Background: an optimization exercise with open tools, aiming at small area, a short achievable clock period and few clock cycles per item. Do not read the settings as production practice.
Function was checked by simulation only, so behaviour that the tests miss may differ from the original.
Power is estimated from default activity; no workload was simulated.

**flow/run.sh**
```bash
#!/bin/bash
# synth_recipe.tcl (not shown) runs the flow's synth.tcl, then flattens the netlist and writes it again
# the make line also repeats each setting of config.mk as NAME=value (left out here)
make -C /OpenROAD-flow-scripts/flow DESIGN_CONFIG=/design/flow/config.mk WORK_HOME=/design/flow/orfs CLKGATE_MAP_FILE= SYNTH_SCRIPT=/design/flow/synth_recipe.tcl finish
```
**flow/config.mk**
```make
export PLATFORM = sky130hd
export DESIGN_NAME = mul_unit
export DESIGN_NICKNAME = mul_unit
export VERILOG_FILES = /design/flow/design.v
export SDC_FILE = /design/flow/constraint.sdc
export NUM_CORES = 4
export LEC_CHECK = 0
export CAP_MARGIN = 20
export CORE_MARGIN = 2
export CORE_UTILIZATION = 40
export SLEW_MARGIN = 20
```
**flow/constraint.sdc**
```tcl
create_clock -name core_clock -period 5.0 [get_ports {clk}]
set_input_delay 1.0000 -clock core_clock [delete_from_list [all_inputs] [get_ports {clk}]]
set_output_delay 1.0000 -clock core_clock [all_outputs]
set_load 0.01 [all_outputs]
```
**flow/design.v**
```verilog
module mul_unit
(
    input  logic                  clk,
    input  logic                  rst,
    input  logic                  start,
    input  logic [1:0]            mul_type,
    input  logic [31:0]           a,
    input  logic [31:0]           b,
    input  logic [4:0]            arch_reg,
    input  logic [5:0]   phys_reg,
    input  logic [2:0]  rob,
    input  logic                  cdb_mul_ack,
    input  logic                  branch,
    output logic                  cdb_valid,
    output logic [2:0]  cdb_rob,
    output logic [4:0]            cdb_arch_reg,
    output logic [5:0]   cdb_phys_reg,
    output logic [31:0]           cdb_data,
    output logic [31:0]           cdb_ps1_rdata,
    output logic [31:0]           cdb_ps2_rdata,
    output logic                  done
);
    logic [249:0] cdb;
    shift_add_multiplier #(.OPERAND_WIDTH(32)) u_mul (
        .clk            (clk),
        .rst            (rst),
        .start          (start),
        .mul_type       (mul_type),
        .a              (a),
        .b              (b),
        .arch_reg       (arch_reg),
        .phys_reg       (phys_reg),
        .rob            (rob),
        .cdb_mul_ack    (cdb_mul_ack),
        .branch         (branch),
        .mul_cdb_output (cdb),
        .done           (done)
    );
    assign cdb_valid     = cdb[249];
    assign cdb_rob       = cdb[248:246];
    assign cdb_arch_reg  = cdb[245:241];
    assign cdb_phys_reg  = cdb[240:235];
    assign cdb_data      = cdb[234:203];
    assign cdb_ps1_rdata = cdb[202:171];
    assign cdb_ps2_rdata = cdb[170:139];
endmodule

package rv32i_types;
    localparam int PR_WIDTH = 6;                                         
    localparam int ROB_WIDTH = 3;                                        
    localparam int RS_WIDTH = 3;                                         
    localparam int PHYS_REG_NUM = 2**PR_WIDTH;                           
    localparam int RAT_NUM = 32;
    localparam int RRF_NUM = 32;
    localparam int RS_NUM = 2**RS_WIDTH;                                 
    localparam int ROB_NUM = 2**ROB_WIDTH;                               
    localparam logic [RS_WIDTH:0] RS_NUM_LOGIC = 2**RS_WIDTH;       
    localparam logic [ROB_WIDTH:0] ROB_NUM_LOGIC = 2**ROB_WIDTH; 
    localparam logic [ROB_WIDTH-1:0] ROB_IDX_LOGIC = 2**ROB_WIDTH;    
    localparam logic [PR_WIDTH-1:0] PR_NUM_LOGIC = 2**PR_WIDTH;
    localparam int GHR_WIDTH = 32;
    localparam int WEIGHTS_WIDTH = 8;
    localparam int P_TABLE_SIZE = 256;
    typedef enum logic [6:0] {
        op_b_lui    = 7'b0110111,  
        op_b_auipc  = 7'b0010111,  
        op_b_jal    = 7'b1101111,  
        op_b_jalr   = 7'b1100111,  
        op_b_br     = 7'b1100011,  
        op_b_load   = 7'b0000011,  
        op_b_store  = 7'b0100011,  
        op_b_imm    = 7'b0010011,  
        op_b_reg    = 7'b0110011   
    } rv32i_op_b_t;
    typedef enum bit [2:0] {
        mul     = 3'b000,
        mulh    = 3'b001,
        mulhsu  = 3'b010,
        mulhu   = 3'b011, 
        div     = 3'b100,
        divu    = 3'b101, 
        rem     = 3'b110, 
        remu    = 3'b111
    } M_ext_funct3_t;
    typedef enum bit [2:0] {
        beq  = 3'b000,
        bne  = 3'b001,
        blt  = 3'b100,
        bge  = 3'b101,
        bltu = 3'b110,
        bgeu = 3'b111
    } branch_funct3_t;
    typedef enum bit [2:0] {
        lb  = 3'b000,
        lh  = 3'b001,
        lw  = 3'b010,
        lbu = 3'b100,
        lhu = 3'b101
    } load_funct3_t;
    typedef enum bit [2:0] {
        sb = 3'b000,
        sh = 3'b001,
        sw = 3'b010
    } store_funct3_t;
    typedef enum bit [2:0] {
        alu_add = 3'b000,
        alu_sll = 3'b001,
        alu_sra = 3'b010,
        alu_sub = 3'b011,
        alu_xor = 3'b100,
        alu_srl = 3'b101,
        alu_or  = 3'b110,
        alu_and = 3'b111
    } alu_ops;
    typedef enum bit [2:0] {
        add  = 3'b000,  
        sll  = 3'b001,
        slt  = 3'b010,
        sltu = 3'b011,
        axor = 3'b100,
        sr   = 3'b101,  
        aor  = 3'b110,
        aand = 3'b111
    } arith_funct3_t;
    typedef struct packed {
        logic                       valid;
        logic   [31:0]              inst;
        logic   [4:0]               rs1_addr;
        logic   [4:0]               rs2_addr;
        logic   [31:0]              rs1_rdata;
        logic   [31:0]              rs2_rdata;
        logic   [4:0]               rd_addr;
        logic   [31:0]              rd_wdata;
        logic   [31:0]              pc_rdata, pc_wdata;
        logic   [31:0]              mem_addr;
        logic   [3:0]               mem_rmask, mem_wmask;
        logic   [31:0]              mem_rdata, mem_wdata;
    } RVFI;
    typedef struct packed {
        logic   [31:0]  pc;
        logic   [31:0]  pc_next;
        logic   [31:0]  out_inst;
        logic           prediction;
    } if_id_stage_reg_t;
    typedef struct packed {
        logic   [31:0]  pc;
        logic   [31:0]  pc_next;
        logic           valid;
        logic   [31:0]  inst;
        logic           decoded;
        logic   [6:0]   opcode;
        logic   [6:0]   funct7;
        logic   [2:0]   funct3;
        logic   [3:0]   mem_rmask;
        logic   [3:0]   mem_wmask;
        logic           RegWrite;
        logic           MemtoReg;
        logic   [4:0]   rs1_addr;
        logic   [4:0]   rs2_addr;
        logic   [4:0]   rd;
        logic   [31:0]  imm_gen;
        logic           prediction;
        logic   [1:0]   reservation_choice;
        RVFI            rvfi_sig;
    } id_ex_stage_reg_t;
    typedef struct packed {
        logic                   cdb_valid;
        logic   [ROB_WIDTH-1:0] rob;
        logic   [4:0]           arch_reg;
        logic   [PR_WIDTH-1:0]  phys_reg;
        logic   [31:0]          data;            
        logic   [31:0]          ps1_rdata;
        logic   [31:0]          ps2_rdata;
        logic                   is_store;
        logic                   is_branch;
        logic                   is_jalr;
        logic   [31:0]          branch_imm;
        logic   [31:0]          mem_addr;
        logic   [31:0]          mem_wdata;
        logic   [31:0]          mem_rdata;
        logic   [3:0]           mem_rmask;
        logic   [3:0]           mem_wmask;
    } cdb_t;
    typedef struct packed {
        logic                   rob_valid;   
        logic   [ROB_WIDTH-1:0] idx;         
        logic   [PR_WIDTH-1:0]  pReg;       
        logic   [4:0]           archReg;     
        logic                   br;          
        logic   [31:0]          br_imm;      
        logic   [31:0]          pc;          
        logic                   st;          
        logic                   jmp;         
        logic                   prediction;  
        logic                   is_branch;
        RVFI                    rvfi_sig;
    } ROBEntry_t;
    typedef struct packed {
        logic                       valid;                   
        logic   [31:0]              imm_gen;                 
        logic   [6:0]               opcode;                  
        logic   [3:0]               Op;                      
        logic   [PR_WIDTH-1:0]      prs1;                    
        logic   [PR_WIDTH-1:0]      prs2;                    
        logic                       prs1Ready;               
        logic                       prs2Ready;               
        logic   [PR_WIDTH-1:0]      pDest;                   
        logic   [4:0]               archDest;                
        logic   [ROB_WIDTH-1:0]     Wrob;                    
    } ReservationEntry_t;
    typedef struct packed {
        logic                       ls_valid;                
        logic                       operation;               
        logic   [PR_WIDTH-1:0]      addr;                    
        logic                       addrReady;               
        logic   [PR_WIDTH-1:0]      data;                    
        logic                       dataReady;               
        logic   [31:0]              offset;                  
        logic   [PR_WIDTH-1:0]      pDest;                   
        logic   [4:0]               archDest;                
        logic   [ROB_WIDTH-1:0]     Wrob;                    
        logic                       inProgress;              
        logic                       commit;                  
        logic   [2:0]               funct3;                  
    } loadStoreReservationEntry_t;
endpackage
module shift_add_multiplier
#(
    parameter int OPERAND_WIDTH = 32
)
(
    input logic clk,
    input logic rst,
    input logic start,
    input logic [1:0] mul_type,
    input logic [OPERAND_WIDTH-1:0] a,
    input logic [OPERAND_WIDTH-1:0] b,
    input logic [4:0] arch_reg, 
    input logic [rv32i_types::PR_WIDTH-1:0] phys_reg, 
    input logic [rv32i_types::ROB_WIDTH-1:0] rob, 
    input logic cdb_mul_ack, 
    input logic branch,          
    output rv32i_types::cdb_t mul_cdb_output, 
    output logic done
);
    enum int unsigned {IDLE, SHIFT, ADD, DONE} curr_state, next_state;
    localparam int OP_WIDTH_LOG = $clog2(OPERAND_WIDTH);
    logic [OP_WIDTH_LOG-1:0] counter;
    logic [OPERAND_WIDTH-1:0] b_reg;
    logic [2*OPERAND_WIDTH-1:0] accumulator, a_reg;  
    logic neg_result;
    logic   [2*OPERAND_WIDTH-1:0]   p;
    logic                           local_cdb_valid;
    logic   [rv32i_types::ROB_WIDTH-1:0] local_rob;
    logic   [4:0]                   local_arch_reg;
    logic   [rv32i_types::PR_WIDTH-1:0]  local_phys_reg;
    logic   [31:0]                  local_op1;
    logic   [31:0]                  local_op2;
    always_comb
    begin : state_transition
        next_state = curr_state;
        unique case (curr_state)
            IDLE:    next_state = start ? ADD : IDLE;
            ADD:     next_state = SHIFT;
            SHIFT:   next_state = ({27'b0, counter} == OPERAND_WIDTH-1'b1) ? DONE : ADD;
            DONE:    next_state = ((start == 0) && cdb_mul_ack) ? IDLE : DONE;
            default: next_state = curr_state;
        endcase
    end : state_transition
    always_comb
    begin : state_outputs
        p = '0;
        done = '0;
        mul_cdb_output.cdb_valid = '0;
        mul_cdb_output.rob = '0;
        mul_cdb_output.arch_reg = '0;
        mul_cdb_output.phys_reg = '0;
        mul_cdb_output.data = '0;
        mul_cdb_output.ps1_rdata = '0;
        mul_cdb_output.ps2_rdata = '0;
        mul_cdb_output.is_store = '0;
        mul_cdb_output.is_branch = '0;
        mul_cdb_output.is_jalr = '0;
        mul_cdb_output.branch_imm = '0;
        mul_cdb_output.mem_addr = '0;
        mul_cdb_output.mem_wdata = '0;
        mul_cdb_output.mem_rdata = '0;
        mul_cdb_output.mem_rmask = '0;
        mul_cdb_output.mem_wmask = '0;
        unique case (curr_state)
            DONE:
            begin
                unique case (mul_type)
                    2'b11: p = accumulator[2*OPERAND_WIDTH-1:0];
                    2'b00,
                    2'b10: p = neg_result ? (~accumulator[2*OPERAND_WIDTH-1-1:0])+1'b1 : accumulator;
                    default: ;
                endcase
                if ( cdb_mul_ack ) begin
                    done = 1'b1;
                    mul_cdb_output.cdb_valid = local_cdb_valid;
                    mul_cdb_output.rob = local_rob;
                    mul_cdb_output.arch_reg = local_arch_reg;
                    mul_cdb_output.phys_reg = local_phys_reg;
                    mul_cdb_output.data = p;
                    mul_cdb_output.ps1_rdata = local_op1;
                    mul_cdb_output.ps2_rdata = local_op2;
                end
            end
            IDLE: 
            begin
                if ( start ) done = 1'b0;
                else done = 1'b1;
            end
            default: ;
        endcase
    end : state_outputs
    always_ff @ (posedge clk)
    begin
        if (rst || branch)
        begin
            curr_state <= IDLE;
            a_reg <= '0;
            b_reg <= '0;
            accumulator <= '0;
            counter <= '0;
            neg_result <= '0;
            local_cdb_valid <= '0;
            local_rob <= '0;
            local_arch_reg <= '0;
            local_phys_reg <= '0;
            local_op1 <= '0;
            local_op2 <= '0;
        end
        else
        begin
            curr_state <= next_state;
            unique case (curr_state)
                IDLE:
                begin
                    if (start)
                    begin
                        accumulator <= '0;
                        unique case (mul_type)
                            2'b11:
                            begin
                                neg_result <= '0;    
                                a_reg <= {{OPERAND_WIDTH{1'b0}}, a};
                                b_reg <= b;
                            end
                            2'b00:
                            begin
                                neg_result <= (a[OPERAND_WIDTH-1] ^ b[OPERAND_WIDTH-1]) && ((a != '0) && (b != '0));
                                a_reg <= (a[OPERAND_WIDTH-1]) ? {OPERAND_WIDTH*{1'b0}, (~a + 1'b1)} : a;
                                b_reg <= (b[OPERAND_WIDTH-1]) ? {(~b + 1'b1)} : b;
                            end
                            2'b10:
                            begin
                                neg_result <= a[OPERAND_WIDTH-1];
                                a_reg <= (a[OPERAND_WIDTH-1]) ? {OPERAND_WIDTH*{1'b0}, (~a + 1'b1)} : a;
                                b_reg <= b;
                            end
                            default:;
                        endcase
                        local_cdb_valid <= start;
                        local_rob <= rob;
                        local_arch_reg <= arch_reg;
                        local_phys_reg <= phys_reg;
                        local_op1 <= a;
                        local_op2 <= b;
                    end
                end
                ADD:
                begin
                    if (b_reg[0]) accumulator <= accumulator + a_reg;
                    local_cdb_valid <= local_cdb_valid;
                    local_rob <= local_rob;
                    local_arch_reg <= local_arch_reg;
                    local_phys_reg <= local_phys_reg;
                    local_op1 <= local_op1;
                    local_op2 <= local_op2;
                end
                SHIFT:
                begin
                    a_reg <= a_reg<<1;
                    b_reg <= b_reg>>1;
                    counter <= counter + 1'b1;
                    local_cdb_valid <= local_cdb_valid;
                    local_rob <= local_rob;
                    local_arch_reg <= local_arch_reg;
                    local_phys_reg <= local_phys_reg;
                    local_op1 <= local_op1;
                    local_op2 <= local_op2;
                end
                DONE: 
                begin
                    counter <= '0;
                    local_cdb_valid <= local_cdb_valid;
                    local_rob <= local_rob;
                    local_arch_reg <= local_arch_reg;
                    local_phys_reg <= local_phys_reg;
                    local_op1 <= local_op1;
                    local_op2 <= local_op2;
                end
                default: ;
            endcase
        end
    end
endmodule
```
==> summary.md <==
| Metric | Value |
|---|---|
| Clock power share | just over 40% |
| Antenna violations before repair | 0 |
| Gr usage total | about a quarter |
| Min cycle time layout | ~4.5 ns |
| Pin count of the biggest net entering global routing | 153 |
| Clock Tree Root | clkbuf_16 |
| GP Congestion | 0.899 |
| Critical path endpoint | cdb_data[31] |
| Area grow syn2layout | 24.7% |
| CTS buffer count | 17 |
| Critical path, cell by cell | or4_4, nor2_2, nand3_2, or2_4, nor2_4, nand2_2, o31ai_1, mux2_1, nor2_1, clkdlybuf4s50_1 |
| Starting Density | between 40 and 50% |
| Die area | 0.0298 sq mm |
| Multi-input logic area | 0.00725 sq mm |
| Final period util | about nine tenths |
| Drt total wl | 36000 um |
| Rows | between 60 and 70 |
| Sequential fraction of the synthesis area | 32.2% |
| Clock buffer depth | 2 |
| Clock Latency Late Sink | 0.43 ns |
| Fin Setup TNS | 0 ns |
| Critical path arrival | 3.47 ns |
| CTS tree | done |
| Worst Skew | roughly 0.014 ns |
| Status | finished clean |
| Critical Path Start | u_mul.accumulator[6] |
| Slowest-stage cell, CP | or4_4 |
| FILL cells | ~2800 |
| Crit Path Class | reg -> out |
| Seq pwr share | 44.5% |
| Logic pwr share | ~14% |
| Post-synth EDFFs | 0 |
| P per Cell Area | approximately 240 mW/mm^2 |
| CP max stage delay | around 0.58 ns |
| I/O pins | 197 |
| Cell-internal power | 2.45 mW |
| #FFs+latches synth | roughly 180 |
| Vias in the first global route | between 10000 and 15000 |
| Via count of the routed design | 11500 |
| Setup crit end kind | output port |
| Clock-pin slew on the worst setup and hold paths | 0.08 ns |
| Diode count | 0 |
| Startpoint Class | register |
| Post-synth ARST share | 0% |
| Die Span Y | 173 um |
| First-pass GRT wire length | roughly 57000 um |
| Clock sinks | 183 |
| P_leak | 5.40 nW |
| Unique masters post-synth | 68 |
| Worst hold path class | reg -> reg |
| Max-slew violations | 0 |
| Syn. warnings | 1 |
| Post-Syn Area | 0.0114 sq mm |
| Achievable Freq | 223 MHz |
| Cts hold-fix bufs | 0 |
| Total power | 3.43 mW |
| First drt pass iteration count | 5 |
| Sw Ratio | 28.6% |
| Routed len/inst | 17.2 um |
| Post-route DRC | 0 |
| Core box area | around 0.028 sq mm |
| Via density | 5.47 |
| Max VDD drop | 0.000176 V |
| Worst flop-to-flop path startpoint | u_mul.accumulator[8] |
| Max Cap Viol | 0 |
| Post-detail-place hpwl | ~25000 um |
| Slew Limit Headroom | 27.4% |
| Share of cells above drive strength 1 | 5.46% |
| Cells after synthesis | 1583 |
| Switching pwr | 981 uW |
| CTS H-tree depth | 4 |
| Worst-margin pin slew | 1.09 ns |
| Net count after synthesis | 1709 |
| Overflow after GRT | 0 |
| Final setup fails | 0 |
| Post-CTS Setup Bufs | 0 |
| RSZ-0062 raised after global routing | no |
| Buffers on Ports | 196 |
| ANT nets after route | 0 |
| Count of final hold-check violations | 0 |
| Final #Nets | between 1500 and 2000 |
| Synth Flop Type | dfxtp_1 |
| Average size of a mapped cell | a little over 7 sq um |
| Reg area | 0.00366 sq mm |
| Post-CTS Resized | 0 |
| R2R Setup Slk | 1.61 ns |
| WP data required | ~4.0 ns |
| Reg2reg path depth | 10 |
| CP max FO | 8 |
| Iter 0 DRT Violations | around 660 |
| Reg2reg end | u_mul.accumulator[31] |
| Die width | 173 um |
## critical path: cells and delay by family (launching register included)
family | cells | cell delay [ns]
AOI/OAI and AO/OA | 1 | 0.27
DFF | 1 | 0.40
muxes | 1 | 0.35
buffers and inverters | 1 | 0.55
and+or+nand+nor | 7 | 1.46
## per-stage QoR
stage / util (%) / instance area (sq um) / std cells / worst slack [ns] / hold WS [ns]
3_3_place_gp: 48.8 / 13600 / 2069 / 0.679 / 0.437
5_1_grt: 50.9 / 14200 / 2101 / 0.275 / 0.466
2_1_floorplan: - / 11400 / 1583 / 1.66 / 0.432
4_1_cts: 50.9 / 14200 / 2101 / 0.489 / 0.453
6_report: 50.9 / 14200 / 2101 / 0.525 / 0.451
3_5_place_dp: 48.8 / 13600 / 2069 / 0.633 / 0.443
## power groups by stage
| stage | Clock (mW) | Combinational, mW | Sequential [mW] |
|---|---|---|---|
| finish | 1.42 | 0.485 | 1.53 |
| global route | 1.50 | 0.535 | 1.53 |
| CTS | 1.45 | 0.485 | 1.53 |
| detailed placement | 0 | 0.483 | 1.56 |
| global placement | 0 | 0.481 | 1.56 |
| floorplan | 0 | 0.290 | 1.55 |
## synth_stat cells, drive strengths merged, types with 2 or more instances
library cell / n / area share, %
nand2: 363 / 12
a21oi: 219 / 9.6
dfxtp: 183 / 32
nor2: 102 / 3.5
clkbuf: 97 / 3.2
and3: 83 / 4.6
o21ai: 75 / 3.3
xnor2: 54 / 4.2
nand3: 41 / 1.9
ha: 40 / 4.4
xor2: 33 / 2.5
inv: 23 / 0.76
nor3: 23 / 1.1
o31ai: 22 / 1.5
a21o: 19 / 1.3
a22oi: 15 / 0.99
o211ai: 15 / 0.99
or2: 14 / 0.79
or3: 14 / 0.77
a31oi: 13 / 0.85
nand2b: 12 / 0.66
o41ai: 12 / 1.3
o21a: 11 / 0.73
nor4: 10 / 0.61
or4: 10 / 0.69
nand4: 9 / 0.50
a22o: 8 / 0.62
buf: 8 / 0.28
mux2: 8 / 0.79
and2: 6 / 0.33
nor2b: 5 / 0.28
nor3b: 5 / 0.37
a211oi: 4 / 0.26
mux2i: 4 / 0.35
o21bai: 3 / 0.20
a221oi: 2 / 0.15
a311oi: 2 / 0.15
a32oi: 2 / 0.15
## area by class of cell
| class | instances | area share (%) |
|---|---|---|
| Clock inverter | 14 | 1.14 |
| Tap cell | 378 | 3.33 |
| Timing Repair Buffer | 213 | 14.9 |
| Sequential cell | 183 | 25.8 |
| Multi-Input combinational cell | 1271 | 51.1 |
| Inverter | 24 | 0.635 |
| Clock buffer | 18 | 3.10 |
## cells in the final DEF (no fill, tap or decap), types with 5 or more instances in the layout
cell | Yosys | final
o41ai_1 | 8 | 8
or3_1 | 14 | 14
o31ai_1 | 21 | 21
a22o_1 | 8 | 8
dfxtp_1 | 183 | 183
nor4_1 | 9 | 9
xnor2_1 | 54 | 54
inv_1 | 23 | 23
nor2_1 | 100 | 100
clkdlybuf4s50_1 | 0 | 195
nor2b_1 | 5 | 5
buf_4 | 0 | 15
inv_6 | 0 | 6
nand3_1 | 39 | 39
nand2b_1 | 12 | 12
xor2_1 | 33 | 33
nand2_1 | 362 | 360
clkbuf_16 | 0 | 17
o211ai_1 | 15 | 15
and2_1 | 6 | 5
a21o_1 | 19 | 19
o21ai_0 | 68 | 68
nor3_1 | 20 | 20
a22oi_1 | 15 | 15
o21ai_1 | 7 | 6
or2_2 | 13 | 12
a31oi_1 | 12 | 12
a21oi_1 | 219 | 219
and3_1 | 83 | 83
mux2_2 | 6 | 6
o21a_1 | 11 | 10
nand4_1 | 9 | 9
or4_1 | 9 | 9
ha_1 | 40 | 38
## cell families after synthesis
family                     share of synthesized area [%]
adders and majority gates                           4.58
muxes                                               1.14
DFF                                                 32.2
and+or+nand+nor                                     28.2
buffers and inverters                               4.27
AOI/OAI and AO/OA                                   22.9
xor gates and xnor gates                            6.70
## how the worst min path moves through the flow
stage                                       start                 endpoint  slack (ns)  cells past startpoint
after floorplan             u_mul.local_cdb_valid    u_mul.local_cdb_valid        0.43                      2
after CTS                     u_mul.local_op2[18]      u_mul.local_op2[18]        0.45                      2
after detailed placement      u_mul.local_op2[18]      u_mul.local_op2[18]        0.44                      2
final                         u_mul.local_op1[13]      u_mul.local_op1[13]        0.45                      2
after global routing      u_mul.local_phys_reg[3]  u_mul.local_phys_reg[3]        0.47                      2
after global placement        u_mul.local_op1[26]      u_mul.local_op1[26]        0.44                      2
## per-layer routing
metal  global-route usage, %  up-vias  share of wire [%]
li1                        -     5775                  -
met1                    34.8     5342                 49
met2                    34.0      347                 41
met3                    6.24       20                8.2
met4                    4.67        0               0.90
met5                       0        -                  0
Testbench counts, summed over its fixed seeds: cycles 158,408, ops 2,400.

[static timing again, ports no longer ideal]
No port has a modelled driver above. Below, the same layout with a new extraction and two added sets of constraints.
Step 1, drivers: a clkbuf_16 drives clk and a buf_2 each remaining input, both assumed.
Step 2, shift: input delay + t, output delay - t, t = (earliest + latest rising clock arrival at the registers) / 2. This alone moves slack from input paths to output paths.
a / b / c = ideal ports / drivers / drivers and shift; a / b = the first two.
t (ns): 0.473
slack for setup (ns): 0.525 / 0.476 / 0.628
clock arrival spread, ns: 0.015 / 0.016
cell pins on the clock port's net: 1
After both steps setup and hold are still met in this run. The setup slack of this run moves by -0.049 ns with the drivers and by +0.103 ns with both steps.
